Background: an optimization exercise with open tools, aiming at small area and a short achievable clock period. Do not read the settings as production practice.
In this exercise RTL edits were held to simulation tests only and were not proved equivalent to the original.
Power and IR drop assume default switching activity.

--- design/flow/run.sh ---
#!/bin/bash
# synth_recipe.tcl (not shown) runs the flow's synth.tcl, then flattens the netlist and writes it again
# the make line also repeats each setting of config.mk as NAME=value (left out here)
make -C /OpenROAD-flow-scripts/flow DESIGN_CONFIG=/design/flow/config.mk WORK_HOME=/design/flow/orfs CLKGATE_MAP_FILE= SYNTH_SCRIPT=/design/flow/synth_recipe.tcl finish
--- design/flow/config.mk ---
export PLATFORM = sky130hd
export DESIGN_NAME = akkanat
export DESIGN_NICKNAME = akkanat
export VERILOG_FILES = /design/flow/design.v
export SDC_FILE = /design/flow/constraint.sdc
export NUM_CORES = 8
export LEC_CHECK = 0
export CAP_MARGIN = 20
export CORE_MARGIN = 2
export CORE_UTILIZATION = 25
export PLACE_DENSITY = 0.3
export SETUP_SLACK_MARGIN = 0.6
export SLEW_MARGIN = 20
--- design/flow/constraint.sdc ---
create_clock -name core_clock -period 12.5 [get_ports {clk_i}]
set_input_delay 2.5000 -clock core_clock [delete_from_list [all_inputs] [get_ports {clk_i}]]
set_output_delay 2.5000 -clock core_clock [all_outputs]
set_load 0.01 [all_outputs]
--- design/flow/design.v ---
module akkanat (
    input  wire clk_i,             
    input  wire rst_i,              
    input  wire [31:0]  inst_i,           
    input  wire [31:0]  data_mem_rdata_i,  
    output reg  [31:0]  pc_o,            
    output reg  [31:0]  data_mem_addr_o,    
    output reg  [31:0]  data_mem_wdata_o,   
    output reg data_mem_we_o,     
    output wire [1023:0] regs_o,          
    output reg  [1:0]  cur_stage_o        
);
    reg [2:0] state_q, state_next;
    reg [31:0] pc_next;
    reg [31:0] alu_out;   
    reg [31:0] mem_wdata_reg;   
    reg [31:0] temp_val_a;      
    reg [31:0] temp_val_b;     
    reg [31:0] cycle_cnt;      
    reg  found;         
    integer idx;           
    reg [1:0]  step;         
    reg [31:0] registers [0:31];
    integer i;
    genvar k;
    localparam S_FETCH = 3'b000;
    localparam S_DECODE= 3'b001;
    localparam S_EXECUTE = 3'b010;
    localparam S_WRITE = 3'b011;
    localparam OPC_LUI= 7'b0110111;
    localparam OPC_AUIPC = 7'b0010111;
    localparam OPC_JAL  = 7'b1101111;
    localparam OPC_JALR  = 7'b1100111;
    localparam OPC_BRANCH    = 7'b1100011;
    localparam OPC_LOAD = 7'b0000011;
    localparam OPC_STORE  = 7'b0100011;
    localparam OPC_OP_IMM    = 7'b0010011;  
    localparam OPC_OP = 7'b0110011;  
    localparam OPC_CUSTOM_1  = 7'b1110111;  
    localparam OPC_CUSTOM_2  = 7'b1111111;  
    wire [6:0] opcode = inst_i[6:0];
    wire [4:0] rd  = inst_i[11:7];
    wire [2:0] funct3 = inst_i[14:12];
    wire [4:0] rs1 = inst_i[19:15];
    wire [4:0] rs2 = inst_i[24:20];
    wire [6:0] funct7 = inst_i[31:25];
    wire [1:0] select_s2 = inst_i[26:25];
    wire [31:0] imm_I={{20{inst_i[31]}}, inst_i[31:20]};
    wire [31:0] imm_S={{20{inst_i[31]}}, inst_i[31:25], inst_i[11:7]};
    wire [31:0] imm_B={{19{inst_i[31]}}, inst_i[31], inst_i[7], inst_i[30:25], inst_i[11:8], 1'b0};
    wire [31:0] imm_U = {inst_i[31:12], 12'b0};
    wire [31:0] imm_J = {{11{inst_i[31]}}, inst_i[31], inst_i[19:12], inst_i[20], inst_i[30:21], 1'b0};
    wire [31:0] rdata1 = (rs1 == 0)?0:registers[rs1];
    wire [31:0] rdata2 = (rs2 == 0)?0:registers[rs2];
    generate
        for (k = 0; k < 32; k = k + 1) begin : reg_dump
            assign regs_o[k*32 +: 32] = registers[k];
        end
    endgenerate
    always @(posedge clk_i or posedge rst_i) begin
        if (rst_i) begin
            pc_next  <= 0;
            pc_o   <= 0;
            state_q  <= S_FETCH;
            cur_stage_o   <= S_FETCH[1:0];
            alu_out  <= 0;
            mem_wdata_reg  <= 0;
            cycle_cnt  <= 0;
            temp_val_a  <= 0;
            temp_val_b <= 0;
            step  <= 0;
            found  <= 0;
            for (i = 0; i < 32; i = i + 1) begin
                registers[i] <= 0;
            end
        end else begin
            state_q      <= state_next;
            cur_stage_o  <= state_next[1:0];
            if (state_q == S_DECODE) begin
                cycle_cnt <= 0;
            end
            if (state_q == S_EXECUTE) begin
                cycle_cnt <= cycle_cnt + 1;
                pc_next <= pc_o + 4;  
                case (opcode)
                    OPC_LUI:   alu_out <= imm_U;
                    OPC_AUIPC: alu_out <= pc_o+imm_U;
                    OPC_JAL: begin
                        alu_out <= pc_o + 4;
                        pc_next <= pc_o + imm_J;
                    end
                    OPC_JALR: begin
                        alu_out <= pc_o + 4;
                        pc_next <= rdata1 + imm_I;
                    end
                    OPC_BRANCH: begin
                        case (funct3)
                            3'b000: if (rdata1 == rdata2) pc_next<=pc_o+imm_B;  
                            3'b101: if ($signed(rdata1) >= $signed(rdata2)) pc_next <= pc_o + imm_B;  
                        endcase
                    end
                    OPC_LOAD:  alu_out <= rdata1 + imm_I;
                    OPC_STORE: begin
                        alu_out       <= rdata1 + imm_S;
                        mem_wdata_reg <= rdata2;
                    end
                    OPC_OP_IMM: begin
                        case (funct3)
                            3'b000: alu_out <= rdata1 + imm_I;      
                            3'b001: alu_out <= rdata1 << imm_I[4:0];          
                            3'b010: alu_out <= ($signed(rdata1) < $signed(imm_I)) ? 1 : 0;    
                            3'b011: alu_out <= (rdata1 < imm_I) ? 1 : 0;        
                            3'b100: alu_out <= rdata1 ^ imm_I;    
                            3'b110: alu_out <= rdata1 | imm_I;     
                            3'b111: alu_out <= rdata1 & imm_I;   
                        endcase
                    end
                    OPC_OP: begin
                        case (funct3)
                            3'b000: if (funct7[5]) alu_out <= rdata1 - rdata2;     
                                    else  alu_out <= rdata1 + rdata2;      
                            3'b001: alu_out <= rdata1 << rdata2[4:0];    
                            3'b010: alu_out <= ($signed(rdata1) < $signed(rdata2)) ? 1 : 0;   
                            3'b011: alu_out <= (rdata1 < rdata2) ? 1 : 0;     
                            3'b100: alu_out <= rdata1 ^ rdata2;          
                            3'b101: if (funct7[5]) alu_out <= $signed(rdata1) >>> rdata2[4:0];  
                                    else  
                                        alu_out <= rdata1 >> rdata2[4:0];    
                            3'b110: alu_out <= rdata1 | rdata2;   
                            3'b111: alu_out <= rdata1 & rdata2;      
                        endcase
                    end
                    OPC_CUSTOM_1: begin
                        case (funct3)
                            3'b000: alu_out <= (rdata1 > rdata2) ? (rdata1 - rdata2) : (rdata2 - rdata1); 
                            3'b010: begin 
                                if (inst_i[20] == 1'b1) alu_out <= {16'b0, rdata1[31:16]};
                                else                    alu_out <= {16'b0, rdata1[15:0]};
                            end
                            3'b100: alu_out <= ($signed(rdata1) + $signed(imm_I)) >>> 1; 
                            3'b101: alu_out <= {20'b0, inst_i[31:20]}; 
                            3'b111: begin
                                found = 0;
                                for (idx = 0; idx <= 24; idx = idx + 1) begin
                                    if (rdata1[idx +: 8] == rdata2[7:0]) found = 1;
                                end
                                alu_out <= found;
                            end
                            3'b001: begin 
                                if (cycle_cnt == 0) begin
                                    alu_out  <= ($signed(rdata1) < $signed(rdata2)) ? rdata1 : rdata2;  
                                    temp_val_a  <= ($signed(rdata1) < $signed(rdata2)) ? rdata2 : rdata1;  
                                end else begin
                                    alu_out  <= registers[rd] + 4;
                                    mem_wdata_reg <= temp_val_a; 
                                end
                            end
                            3'b110: begin 
                                if (cycle_cnt == 0) temp_val_a <= data_mem_rdata_i;  
                                if (cycle_cnt == 1) temp_val_b<=data_mem_rdata_i;  
                                if (cycle_cnt == 2) begin
                                    if (temp_val_a >= temp_val_b && temp_val_a>=data_mem_rdata_i)
                                        alu_out <= temp_val_a;
                                    else if (temp_val_b >= temp_val_a && temp_val_b>=data_mem_rdata_i)
                                        alu_out <= temp_val_b;
                                    else
                                        alu_out<=data_mem_rdata_i;
                                end
                            end
                        endcase
                    end
                    OPC_CUSTOM_2: begin
                        case (funct3)
                            3'b000: begin 
                                case (select_s2)
                                    2'b00: if ($signed(rdata1) == $signed(rdata2)) pc_next <= pc_o + imm_B;
                                    2'b01: if ($signed(rdata1) >= $signed(rdata2)) pc_next <= pc_o + imm_B;
                                    2'b10: if ($signed(rdata1) <  $signed(rdata2)) pc_next <= pc_o + imm_B;
                                    2'b11: pc_next <= pc_o + 4;  
                                endcase
                            end
                            3'b111: begin
                                step = cycle_cnt[1:0];  
                                if (step == 0) temp_val_a <= data_mem_rdata_i;  
                                if (step == 1) temp_val_b <= temp_val_a * data_mem_rdata_i;  
                            end
                        endcase
                    end
                endcase
            end
            if (state_q ==S_WRITE) begin
                if (opcode == OPC_JAL || opcode == OPC_JALR || opcode == OPC_BRANCH || (opcode == OPC_CUSTOM_2 && funct3 == 3'b000)) begin
                    pc_o <= pc_next;
                end else begin
                    pc_o <= pc_o + 4;
                end
                if (opcode != OPC_STORE && opcode != OPC_BRANCH && opcode != OPC_CUSTOM_2 &&
                    !(opcode == OPC_CUSTOM_1 && funct3 == 3'b001)) begin  
                    if (opcode == OPC_LOAD) begin if (rd != 0) registers[rd] <= data_mem_rdata_i; end  
                    else if (rd != 0)   registers[rd] <= alu_out;
                end
            end
        end
    end
    always @(*) begin
        state_next = state_q;
        data_mem_we_o = 0;
        data_mem_addr_o  = 0;
        data_mem_wdata_o = 0;
        case (state_q)
            S_FETCH:  state_next = S_DECODE;
            S_DECODE: state_next = S_EXECUTE;
            S_EXECUTE: begin
                state_next = S_WRITE; 
                if (opcode == OPC_LOAD) begin
                    data_mem_addr_o = alu_out;
                end
                if (opcode == OPC_CUSTOM_1) begin
                    if (funct3 ==3'b001) begin 
                        if (cycle_cnt == 0) begin
                            state_next= S_EXECUTE;
                            data_mem_we_o = 1;
                            data_mem_addr_o= registers[rd]; 
                            data_mem_wdata_o = ($signed(rdata1) < $signed(rdata2)) ? rdata1 : rdata2;  
                        end else begin
                            data_mem_we_o = 1;
                            data_mem_addr_o  = registers[rd] + 4; 
                            data_mem_wdata_o = temp_val_a;  
                        end
                    end
                    else if (funct3 == 3'b110) begin 
                        if (cycle_cnt == 0) begin state_next = S_EXECUTE; data_mem_addr_o = registers[rd]; end
                        if (cycle_cnt == 1) begin state_next = S_EXECUTE; data_mem_addr_o = registers[rs1]; end
                        if (cycle_cnt == 2) begin state_next = S_WRITE; data_mem_addr_o = registers[rs2]; end
                    end
                end
                if (opcode == OPC_CUSTOM_2 && funct3 == 3'b111) begin 
                    if (cycle_cnt < ((select_s2 + 1) * 4) - 1) begin
                        state_next = S_EXECUTE;
                    end
                    if (cycle_cnt[1:0] == 0) data_mem_addr_o = registers[rs1] + (cycle_cnt[31:2] << 2);
                    else if (cycle_cnt[1:0] == 1) data_mem_addr_o = registers[rs2] + (cycle_cnt[31:2] << 2);
                    else if (cycle_cnt[1:0] == 2) data_mem_addr_o = imm_S; 
                    else if (cycle_cnt[1:0] == 3) begin
                        data_mem_addr_o  = imm_S;
                        data_mem_we_o    = 1;
                        data_mem_wdata_o = data_mem_rdata_i + temp_val_b; 
                    end
                end
            end
            S_WRITE: begin
                state_next = S_FETCH;
                if (opcode==OPC_LOAD || opcode==OPC_STORE) begin
                     data_mem_addr_o = alu_out;
                     if (opcode==OPC_STORE) begin
                         data_mem_we_o =1;
                         data_mem_wdata_o = mem_wdata_reg;
                     end
                end
            end
        endcase
    end
endmodule
==> flow_metrics.py <==
metrics = {
    "sta": {
        "fin_setup_tns_ns": 0,
        "layout_min_cycle_time_ns": 12.21,
        "finalHoldWorstSlack_ns": 0.4781,
        "worst_slew_pin_slew_ns": 1.382,
        "fin_ws_ns": 0.2854,
        "maxSlewViolCount": 0,
        "setup_violations": 0,
        "grt_setup_unrepaired": "false",
        "relSlewSlack_pct": 7.886,
        "clock_skew_ns": 0.1061,
        "fmax_ghz": 0.08187,
        "timing_hold_violations_final": 0,
        "post-route-period-util_pct": 97.72,
    },
    "run": {
        "max_cap_viol_count": 0,
    },
    "routing": {
        "drc": 0,
        "first_pass_iters": 14,
        "drt_iter0_drc": 25862,
        "vias_per_cell": 6.516,
        "vias": 157237,
        "drt_wl_total_mm": 1242,
        "wl_per_cell_um": 51.49,
        "antenna_left": 0,
    },
    "clocking": {
        "cts_tree": "done",
        "cts_made_buffers": 167,
        "worstSkewPairLatency_ns": 0.99,
        "clockBufferDepth": 4,
        "clock_sinks": 1218,
        "clk_pin_slew_ns": 0.05,
        "clockRootBuffer": "clkbuf_16",
        "cts_max_level": 4,
    },
    "pwr": {
        "power_frac_comb_pct": 59.4,
        "switchingPower_w": 0.02676,
        "p_clk_share_pct": 11.9,
        "worst_ir_drop_vdd_v": 0.0001650,
        "p_leak_nw": 67.89,
        "p_sw_share_pct": 60.91,
        "intPower_w": 0.01717,
        "power_frac_seq_pct": 28.7,
        "p_per_area_nw_per_um2": 281.0,
    },
    "placement": {
        "port_buffers": 1156,
        "post-place-ws_ns": -0.3646,
        "dp_hpwl_mm": 958.5,
        "place.gp.congestion": 1.116,
        "dpl_cell_area_um2": 149100,
    },
    "yosys": {
        "ys_top_cells_by_count": "a21oi_1, nor2_1, nand2_1, dfrtp_1, clkbuf_1",
        "avgSynthCellArea_um2": 7.633,
        "synth_area_um2": 123700,
        "synth_most_common_cell": "a21oi_1",
        "ys_ff_latch": 1218,
        "synth-async-reset-ratio_pct": 100.0,
        "seq_area_frac_synth_pct": 24.64,
        "yosysTopAreaCell": "dfrtp_1",
        "ys_warn_count": 2,
        "synth_edf_count": 0,
        "synth_cell_types": 107,
        "synth.top_cells.by_area": "dfrtp_1, a21oi_1, ha_1, fa_1, nor2_1",
        "synth_cells": 16203,
        "synth.top_cell.area_share_pct": 24.64,
        "synthFlopType": "dfrtp_1",
    },
    "global_route": {
        "grt_overflow_total": 0,
        "grt_usage_pct": 47.73,
        "antenna_found_initial": 207,
        "grt_pass1_wl_mm": 1584,
        "grt_max_degree": 158,
        "grt_pass1_vias": 145027,
    },
    "worst_hold_path": {
        "hp-start": "pc_next[1]",
        "min_path_type": "reg2reg",
    },
    "finish": {
        "regMostFlops": "registers",
        "final_area_um2": 156300,
        "area_growth_pct": 26.40,
        "nets": 18529,
        "drive_above_1_share_pct": 11.84,
        "largest_reg_flops": 992,
    },
    "worst_setup_path": {
        "crit_cells": 17,
        "cpMaxStageDelayCell": "a21oi_1",
        "arrival_ns": 9.71,
        "crit_type": "in2out",
        "r2r-end": "temp_val_b[31]",
        "r2r_setup_slack_ns": 2.65,
        "max_stage_delay_ns": 0.76,
        "timing.critical_path.buf_inv": 4,
        "ff2ff_path_depth": 30,
        "setup.worst_path.end": "data_mem_addr_o[29]",
        "cp-startpoint": "inst_i[10]",
        "crit_family": "simple AND/OR/NAND/NOR gates",
        "critPathMaxFanout": 13,
        "path_cells": "buf_2, and3b_4, and2_2, buf_4, buf_4, a22oi_1, nand3_1, or4_1, nand2_1, nor3_1, nand4_1, nor2_1, xnor2_1, a2111oi_0, a21oi_1, or3b_1, clkdlybuf4s50_1",
        "end_kind": "primary output",
        "critPathLaunchType": "input pin",
        "cp.required_ns": 10.00,
        "reg2reg_from": "temp_val_a[3]",
        "cpMostUsedCell": "buf_4",
    },
    "floorplanning": {
        "die-area_um2": 500300,
        "fp-row-count": 258,
        "die_w_um": 707.4,
        "ios": 1189,
        "initial_core_util_pct": 25.07,
        "coreArea_um2": 493300,
        "fp.dieH_um": 707.4,
    },
    "outcome": {
        "outcome": "no timing/DRC/antenna violations",
    },
}
-- power groups by stage --
stage,clock (W),sequential (W),combinational [W]
6_report,0.00522,0.0126,0.0261
3_5_place_dp,0,0.0119,0.0245
3_3_place_gp,0,0.0121,0.0247
4_1_cts,0.00526,0.0119,0.0247
2_1_floorplan,0,0.00815,0.0101
5_1_grt,0.00540,0.0120,0.0265
-- per-stage QoR --
stage                     power [W]  util, %  cells
final                       0.04393    31.69  24131
after global routing        0.04385    31.64  24016
after CTS                   0.04186    31.45  23955
after detailed placement    0.03646    30.22  23638
after global placement      0.03676    30.21  23634
after floorplan             0.01823        -  16260
-- timing repair --
action / CTS / global route
gates cloned: 0 / 1
pin swaps: 13 / 23
endpoints found under the setup margin: 43 / 42
gates resized for setup: 58 / 80
setup buffers: 20 / 34
hold buffers: 0 / 0
-- per-layer routing --
layer  vias to the layer above  routed length, µm  global-route usage, %
li1                      60781                  -                      -
met3                      4094             141200                  18.01
met1                     79468             464200                  56.25
met5                         -               1243                 0.6825
met2                     12782             506400                  68.35
met4                       112             129400                  39.79
-- final cells by class --
cell class,count,area [µm²]
fillers,53321,336900
multi-input cells,12725,86710
flip-flops and latches,1218,30480
repair buffers,2388,21780
well taps,6500,8133
clock buffers,236,4718
inverters,866,3259
clock inverters,61,900.9
diodes,137,342.8
-- how the worst min path moves through the flow --
stage / endpoint / slack (ns) / depth (start not counted)
after floorplan: pc_o[2] / 0.44 / 2
final: pc_next[1] / 0.48 / 1
after global routing: pc_next[1] / 0.50 / 1
after global placement: temp_val_a[18] / 0.46 / 2
after detailed placement: pc_next[1] / 0.47 / 1
after CTS: pc_next[1] / 0.48 / 1
-- layout by cell type, fill, tap and decap left out, drive strengths merged, types with 44 or more instances in the layout --
cell type	netlist	final
a21oi	1921	1921
nor2	1790	1790
nand2	1374	1374
buf	331	1257
dfrtp	1218	1218
clkdlybuf4s50	0	1130
inv	856	861
o21ai	855	855
a22oi	703	703
ha	678	678
and3	658	658
nand3	640	640
xnor2	476	476
fa	419	419
nand4	270	270
clkbuf	1120	237
a2111oi	197	197
nor3	193	193
mux2i	178	178
a221oi	147	147
diode	0	137
o211ai	135	135
nor4	135	135
xor2	133	133
a211oi	126	126
a21o	125	125
a31oi	110	110
and2	101	101
o22ai	88	88
nor2b	86	86
a22o	85	85
o221ai	72	72
o21bai	68	68
nand2b	66	66
conb	2	59
or3	55	55
o21a	53	53
clkinv	10	48
a222oi	44	44
-- cell families after synthesis --
| family | synth area share, % |
|---|---|
| xor gates and xnor gates | 4.313 |
| other | 0.006072 |
| and+or+nand+nor | 21.44 |
| buffers and inverters | 7.309 |
| adders and majority gates | 13.64 |
| DFF | 24.64 |
| muxes | 2.178 |
| AOI/OAI and AO/OA | 26.47 |

==> afterwards: timing with drivers on the ports <==
The results above use ideal ports. As a check the final layout listed here was re-extracted and re-timed, cells and wires unchanged.
Step 1 assumes that a clkbuf_16 drives the clock port and a buf_2 every other input.
Step 2 adds t to the input delays and takes it off the output delays; t is the mean of the earliest and latest rising clock arrival at the registers after step 1. Input paths then give back, and output paths get back, about the clock's delay inside the block.
a / b / c = no drivers / after step 1 / after step 2; a / b = the first two.
t (ns): 1.079
setup WS [ns]: 0.285 / 0.054 / 0.054
slew at the worst register clock pin (ns): 0.07 / 0.07
worst data-port slew with drivers (ns): 0.43
After both steps this run still meets setup and hold. The setup slack of this run moves by -0.231 ns with the drivers and by -0.231 ns with both steps.
